This design comes from an exercise in tuning for small area, a short achievable clock period and few clock cycles on the open sky130 flow, not from production work.
Function was checked by simulation only, so behaviour that the tests miss may differ from the original.
No activity file was given, so power comes from the tool's default toggle rates.

==> run a: inputs <==
Design multi_cycle_cpu, start of the top module:
module multi_cycle_cpu (
    input wire clk,
    input wire rst_n,
    output wire [31:0] mem_addr,
    output wire [31:0] mem_wdata,
    output wire [ 3:0] mem_wenable,
    input  wire [31:0] mem_rdata
);
==> module cpu_alu, before the edit <==
module cpu_alu (
    input wire [31:0] src_a,
    input wire [31:0] src_b,
    input wire sub,
    input wire [2:0] funct3,
    input wire alt,   
    output wire [31:0] sum,
    output reg  [31:0] result,
    output wire eq,
    output wire lt,
    output wire ltu
);
  wire [32:0] s = {1'b0, src_a} + {1'b0, src_b ^ {32{sub}}} + {32'b0, sub};
  assign sum = s[31:0];
  assign ltu = ~s[32];
  assign lt  = (src_a[31] ^ src_b[31]) ? src_a[31] : s[31];
  assign eq  = src_a == src_b;
  wire left = ~funct3[2];
  wire [4:0] shamt = src_b[4:0];
  reg [31:0] a_rev, sh_rev;
  integer k;
  always @(*) for (k = 0; k < 32; k = k + 1) a_rev[k] = src_a[31-k];
  wire [31:0] sh_in = left ? a_rev : src_a;
  wire fill = alt & src_a[31] & ~left;
  wire signed [32:0] sh_s = {fill, sh_in};
  wire [32:0] sh_w = sh_s >>> shamt;
  wire [31:0] sh = sh_w[31:0];
  always @(*) for (k = 0; k < 32; k = k + 1) sh_rev[k] = sh[31-k];
  always @(*) begin
    case (funct3)
      3'b000:  result = sum;
      3'b001:  result = sh_rev;
      3'b010:  result = {31'b0, lt};
      3'b011:  result = {31'b0, ltu};
      3'b100:  result = src_a ^ src_b;
      3'b101:  result = sh;
      3'b110:  result = src_a | src_b;
      default: result = src_a & src_b;
    endcase
  end
endmodule
==> module multi_cycle_cpu, before the edit <==
module multi_cycle_cpu (
    input wire clk,
    input wire rst_n,
    output wire [31:0] mem_addr,
    output wire [31:0] mem_wdata,
    output wire [ 3:0] mem_wenable,
    input  wire [31:0] mem_rdata
);
  reg  [31:1] pc;      
  reg         v;       
  reg  [31:2] ir;      
  reg  [31:1] alt;     
  reg  [31:0] rs1v;    
  reg  [31:0] rs2v;
  wire [6:2] op = ir[6:2];
  wire [2:0] f3 = ir[14:12];
  wire [4:0] rd = ir[11:7];
  wire e_branch = op[6] & ~op[2];
  wire e_jalr   = op[6] & op[2] & ~op[3];
  wire e_jal    = op[6] & op[3];
  wire e_load   = ~op[6] & ~op[4] & ~op[5];
  wire e_store  = ~op[6] & ~op[4] & op[5];
  wire e_lui    = ~op[6] & op[4] & op[2] & op[5];
  wire e_auipc  = ~op[6] & op[4] & op[2] & ~op[5];
  wire e_reg    = ~op[6] & op[4] & ~op[2] & op[5];
  wire e_mem    = ~op[6] & ~op[4];
  wire [31:0] imm_ext;
  cpu_imm_extend imm_extend (
      .data(ir[31:7]),
      .imm_src(e_store ? 2'd1 : 2'd0),
      .imm_ext(imm_ext)
  );
  wire [31:0] src_b = (e_reg | e_branch) ? rs2v : imm_ext;
  wire sub = e_branch | (~op[6] & op[4] & ~op[2] & (f3[1] & ~f3[2] | (op[5] & ir[30] & f3 == 3'b000)));
  wire [31:0] sum, alu_result;
  wire eq, lt, ltu;
  cpu_alu alu (
      .src_a(rs1v),
      .src_b(src_b),
      .sub(sub),
      .funct3(f3),
      .alt(ir[30]),
      .sum(sum),
      .result(alu_result),
      .eq(eq),
      .lt(lt),
      .ltu(ltu)
  );
  wire cond = f3[0] ^ (f3[2] ? (f3[1] ? ltu : lt) : eq);
  wire redirect = v & ((e_branch & (cond ^ ir[31])) | e_jalr);
  wire fetch = ~(v & e_mem);
  wire [31:0] ld_ext;
  cpu_data_extend data_extend (
      .data(mem_rdata),
      .control(f3),
      .data_ext(ld_ext)
  );
  wire [31:0] ex_result = e_lui ? {ir[31:12], 12'b0} :
                          (op[6] | op[2]) ? {alt, 1'b0} : alu_result;
  wire [31:0] wb_data = e_load ? ld_ext : ex_result;
  wire wb_en = v & ~e_branch & ~e_store & (rd != 5'd0);
  wire [31:0] inst = mem_rdata;
  wire [4:0] rs1 = inst[19:15];
  wire [4:0] rs2 = inst[24:20];
  wire [31:0] rf1, rf2;
  cpu_register_file register_file (
      .clk(clk),
      .rst_n(rst_n),
      .a1(rs1),
      .a2(rs2),
      .a3(rd),
      .wd3(wb_data),
      .we3(wb_en),
      .rd1(rf1),
      .rd2(rf2)
  );
  wire byp1 = wb_en & (rd == rs1);
  wire byp2 = wb_en & (rd == rs2);
  wire f_branch = inst[6] & ~inst[2];
  wire f_jal    = inst[6] & inst[3];
  wire f_auipc  = ~inst[6] & inst[4] & inst[2] & ~inst[5];
  wire f_taken  = f_jal | (f_branch & inst[31]);
  wire [31:1] f_imm = f_branch ? {{20{inst[31]}}, inst[7], inst[30:25], inst[11:8]} :
                      f_jal    ? {{12{inst[31]}}, inst[19:12], inst[20], inst[30:21]} :
                                 {inst[31:12], 11'b0};
  wire [31:1] f_target = pc + f_imm;
  wire [31:1] pc4 = pc + 31'd2;
  wire [31:1] jalr_target = sum[31:1];
  always @(posedge clk or negedge rst_n) begin
    if (!rst_n) begin
      pc <= 31'b0;
      v  <= 1'b0;
    end else begin
      v <= fetch & ~redirect;
      if (redirect) pc <= e_jalr ? jalr_target : alt;
      else if (fetch) pc <= f_taken ? f_target : pc4;
    end
  end
  always @(posedge clk) begin
    ir   <= inst[31:2];
    alt  <= ((f_branch & ~inst[31]) | f_auipc) ? f_target : pc4;
    rs1v <= byp1 ? ex_result : rf1;
    rs2v <= byp2 ? ex_result : rf2;
  end
  assign mem_addr = (v & e_mem) ? sum : {pc, 1'b0};
  assign mem_wdata = rs2v;
  assign mem_wenable = (v & e_store) ? {f3[1], f3[1], f3[1] | f3[0], 1'b1} : 4'b0000;
endmodule
Settings: LEC_CHECK=0, CAP_MARGIN=20, CORE_MARGIN=2, CORE_UTILIZATION=40, PLACE_DENSITY=0.6, SETUP_SLACK_MARGIN=0.5, SLEW_MARGIN=20; clock period 11.0 ns.
run.sh (not shown) runs the stock make flow with config.mk's settings and CLKGATE_MAP_FILE= SYNTH_SCRIPT=/design/flow/synth_recipe.tcl, a recipe that flattens the netlist after the stock synthesis.
==> inputs of run b, as changes to run a <==
==> flow/design.v (replaced) <==
`default_nettype none
module cpu_alu (
    input wire [31:0] src_a,
    input wire [31:0] src_b,
    input wire sub,
    input wire [2:0] funct3,
    input wire alt,   
    output reg  [31:0] result,
    output wire eq,
    output wire lt,
    output wire ltu
);
  wire [32:0] s = {1'b0, src_a} + {1'b0, src_b ^ {32{sub}}} + {32'b0, sub};
  assign ltu = ~s[32];
  assign lt  = (src_a[31] ^ src_b[31]) ? src_a[31] : s[31];
  assign eq  = src_a == src_b;
  wire left = ~funct3[2];
  wire [4:0] shamt = src_b[4:0];
  reg [31:0] a_rev, sh_rev;
  integer k;
  always @(*) for (k = 0; k < 32; k = k + 1) a_rev[k] = src_a[31-k];
  wire [31:0] sh_in = left ? a_rev : src_a;
  wire fill = alt & src_a[31] & ~left;
  wire signed [32:0] sh_s = {fill, sh_in};
  wire [32:0] sh_w = sh_s >>> shamt;
  wire [31:0] sh = sh_w[31:0];
  always @(*) for (k = 0; k < 32; k = k + 1) sh_rev[k] = sh[31-k];
  always @(*) begin
    case (funct3)
      3'b000:  result = s[31:0];
      3'b001:  result = sh_rev;
      3'b010:  result = {31'b0, lt};
      3'b011:  result = {31'b0, ltu};
      3'b100:  result = src_a ^ src_b;
      3'b101:  result = sh;
      3'b110:  result = src_a | src_b;
      default: result = src_a & src_b;
    endcase
  end
endmodule
`default_nettype none
module cpu_imm_extend (
    input  wire [24:0] data,
    input  wire [ 1:0] imm_src,
    output wire [31:0] imm_ext
);
  wire [11:0] imm_i = data[24:13];
  wire [11:0] imm_s = {data[24:18], data[4:0]};
  assign imm_ext = {{20{data[24]}}, (imm_src == 2'd1) ? imm_s : imm_i};
endmodule
`default_nettype none
module cpu_register_file (
    input wire clk,
    input wire rst_n,
    input wire [4:0] a1,
    input wire [4:0] a2,
    input wire [4:0] a3,
    input wire [31:0] wd3,
    input wire we3,
    output wire [31:0] rd1,
    output wire [31:0] rd2
);
  reg [31:0] regs[1:31];
  reg [31:1] valid;
  genvar i;
  generate
    for (i = 1; i < 32; i = i + 1) begin : g_reg
      always @(posedge clk) begin
        if (we3 && a3 == i) regs[i] <= wd3;
      end
    end
  endgenerate
  always @(posedge clk or negedge rst_n) begin
    if (!rst_n) valid <= 0;
    else if (we3 && a3 != 0) valid[a3] <= 1'b1;
  end
  wire [31:0] v = {valid, 1'b0};
  wire [31:0] r1 = (a1 == 0) ? 32'b0 : regs[a1];
  wire [31:0] r2 = (a2 == 0) ? 32'b0 : regs[a2];
  assign rd1 = v[a1] ? r1 : 32'b0;
  assign rd2 = v[a2] ? r2 : 32'b0;
endmodule
`default_nettype none
module cpu_data_extend (
    input  wire [31:0] data,
    input  wire [ 2:0] control,
    output wire [31:0] data_ext
);
  wire b = control[1:0] == 2'b00;
  wire h = control[1:0] == 2'b01;
  wire s = ~control[2] & (b ? data[7] : data[15]);
  assign data_ext[7:0]   = data[7:0];
  assign data_ext[15:8]  = b ? {8{s}} : data[15:8];
  assign data_ext[31:16] = (b | h) ? {16{s}} : data[31:16];
endmodule
`default_nettype none
module multi_cycle_cpu (
    input wire clk,
    input wire rst_n,
    output wire [31:0] mem_addr,
    output wire [31:0] mem_wdata,
    output wire [ 3:0] mem_wenable,
    input  wire [31:0] mem_rdata
);
  reg  [31:1] pc;        
  reg         x_wb;      
  reg         x_mem;     
  reg         x_store;
  reg         x_branch;
  reg         x_jalr;
  reg         x_load;
  reg         x_link;    
  reg         x_sub;
  reg  [2:0]  x_f3;
  reg         x_f7;      
  reg         x_pred;    
  reg  [4:0]  x_rd;
  reg  [11:0] x_imm;     
  reg  [31:1] alt;       
  reg  [31:0] rs1v;
  reg  [31:0] opb;       
  wire [31:0] alu_result;
  wire eq, lt, ltu;
  cpu_alu alu (
      .src_a(rs1v),
      .src_b(opb),
      .sub(x_sub),
      .funct3(x_f3),
      .alt(x_f7),
      .result(alu_result),
      .eq(eq),
      .lt(lt),
      .ltu(ltu)
  );
  wire [31:0] addr = rs1v + {{20{x_imm[11]}}, x_imm};
  wire cond = x_f3[0] ^ (x_f3[2] ? (x_f3[1] ? ltu : lt) : eq);
  wire redirect = (x_branch & (cond ^ x_pred)) | x_jalr;
  wire fetch = ~x_mem;
  wire take = fetch & ~redirect;
  wire [31:0] ld_ext;
  cpu_data_extend data_extend (
      .data(mem_rdata),
      .control(x_f3),
      .data_ext(ld_ext)
  );
  wire [31:0] ex_result = x_link ? {alt, 1'b0} : alu_result;
  wire [31:0] wb_data = x_load ? ld_ext : ex_result;
  wire [31:0] inst = mem_rdata;
  wire [4:0] rs1 = inst[19:15];
  wire [4:0] rs2 = inst[24:20];
  wire [4:0] rd = inst[11:7];
  wire [2:0] f3 = inst[14:12];
  wire f_branch = inst[6] & ~inst[2];
  wire f_jalr   = inst[6] & inst[2] & ~inst[3];
  wire f_jal    = inst[6] & inst[3];
  wire f_mem    = ~inst[6] & ~inst[4];
  wire f_load   = f_mem & ~inst[5];
  wire f_store  = f_mem & inst[5];
  wire f_lui    = ~inst[6] & inst[4] & inst[2] & inst[5];
  wire f_auipc  = ~inst[6] & inst[4] & inst[2] & ~inst[5];
  wire f_alu    = ~inst[6] & inst[4] & ~inst[2];
  wire f_opimm  = f_alu & ~inst[5];
  wire f_wb     = ~f_branch & ~f_store & (rd != 5'd0);
  wire f_sub    = f_branch | (f_alu & ((f3[2:1] == 2'b01) | (inst[5] & inst[30] & f3 == 3'b000)));
  wire f_taken  = f_jal | (f_branch & inst[31]);
  wire [31:0] rf1, rf2;
  cpu_register_file register_file (
      .clk(clk),
      .rst_n(rst_n),
      .a1(rs1),
      .a2(rs2),
      .a3(x_rd),
      .wd3(wb_data),
      .we3(x_wb),
      .rd1(rf1),
      .rd2(rf2)
  );
  wire byp1 = x_wb & (x_rd == rs1);
  wire byp2 = x_wb & (x_rd == rs2);
  wire [31:0] imm_i;
  cpu_imm_extend imm_extend (
      .data(inst[31:7]),
      .imm_src(2'd0),
      .imm_ext(imm_i)
  );
  wire [31:1] f_imm = f_branch ? {{20{inst[31]}}, inst[7], inst[30:25], inst[11:8]} :
                      f_jal    ? {{12{inst[31]}}, inst[19:12], inst[20], inst[30:21]} :
                                 {inst[31:12], 11'b0};
  wire [31:1] f_target = pc + f_imm;
  wire [31:1] pc4 = pc + 31'd2;
  always @(posedge clk or negedge rst_n) begin
    if (!rst_n) begin
      pc       <= 31'b0;
      x_wb     <= 1'b0;
      x_mem    <= 1'b0;
      x_store  <= 1'b0;
      x_branch <= 1'b0;
      x_jalr   <= 1'b0;
    end else begin
      x_wb     <= take & f_wb;
      x_mem    <= take & f_mem;
      x_store  <= take & f_store;
      x_branch <= take & f_branch;
      x_jalr   <= take & f_jalr;
      if (redirect) pc <= x_jalr ? addr[31:1] : alt;
      else if (fetch) pc <= f_taken ? f_target : pc4;
    end
  end
  always @(posedge clk) begin
    x_load <= f_load;
    x_link <= (inst[6] & inst[2]) | f_auipc | f_lui;
    x_sub  <= f_sub;
    x_f3   <= f3;
    x_f7   <= inst[30];
    x_pred <= inst[31];
    x_rd   <= rd;
    x_imm  <= f_store ? {inst[31:25], inst[11:7]} : inst[31:20];
    alt    <= f_lui ? {inst[31:12], 11'b0} : ((f_branch & ~inst[31]) | f_auipc) ? f_target : pc4;
    rs1v   <= byp1 ? ex_result : rf1;
    opb    <= f_opimm ? imm_i : byp2 ? ex_result : rf2;
  end
  assign mem_addr = x_mem ? addr : {pc, 1'b0};
  assign mem_wdata = opb;
  assign mem_wenable = x_store ? {x_f3[1], x_f3[1], x_f3[1] | x_f3[0], 1'b1} : 4'b0000;
endmodule
--- a/flow/config.mk
+++ b/flow/config.mk
@@ -9,5 +9,5 @@
 export CORE_MARGIN = 2
 export CORE_UTILIZATION = 40
 export PLACE_DENSITY = 0.6
-export SETUP_SLACK_MARGIN = 0.5
+export SETUP_SLACK_MARGIN = 5
 export SLEW_MARGIN = 20
==> summary of the runs <==
- In via count, run b and run a hardly differ.
- In run b the sequential share of layout area is lower than in run a, by 1.6 points.
- In run b the final area is higher than in run a, by 3.2%.
- Against run a, the synthesized cell count of run b is higher by about 0.65%.
- Flip-flop and latch count: run a is higher than run b (3).
- Against run b, the die area of run a is smaller by about 2.2%.
- Of run a and run b, run b has the higher cell count (gap about 1.9%, measured against run b).
- Of run a and run b, run a has the higher global-route usage (gap 5.0 points).
- Of run b and run a, run b has the higher core utilization (gap 0.60 points).
- Synthesized area: run b is higher than run a (about 2.3%).
- Against run a, the sequential power of run b is lower by about 2%.
Testbench counts of run a, summed over its fixed seeds: cycles 511,671.
Testbench counts of run b, summed over its fixed seeds: cycles 511,671.

==> separate check: timing with driven ports <==
The flow's constraints put no driver on any port. The routed layouts listed below were extracted and timed again, unchanged, in two steps.
Step 1, drivers: a clkbuf_16 drives clk and a buf_2 each remaining input, both assumed.
Step 2 times the ports against the registers' clock, not the clock port: input delays grow and output delays shrink by t, the midpoint of the rising clock arrivals with the driver on.
a / b / c = no drivers / after step 1 / after step 2; a / b = the first two.
run	t, ns	setup WS [ns]	worst hold slack (ns)	slew at the worst register clock pin (ns)	worst slew at a driven data input, ns
run a	0.848	1.952 / 1.874 / 2.721	0.471 / 0.471 / 0.471	0.07 / 0.07	0.11
run b	0.871	4.937 / 4.848 / 4.197	0.494 / 0.494 / 0.494	0.07 / 0.07	0.10
After both steps every run listed still meets setup and hold. The setup slack of run b, which loses most, moves by -0.089 ns with the drivers and by -0.740 ns with both steps.
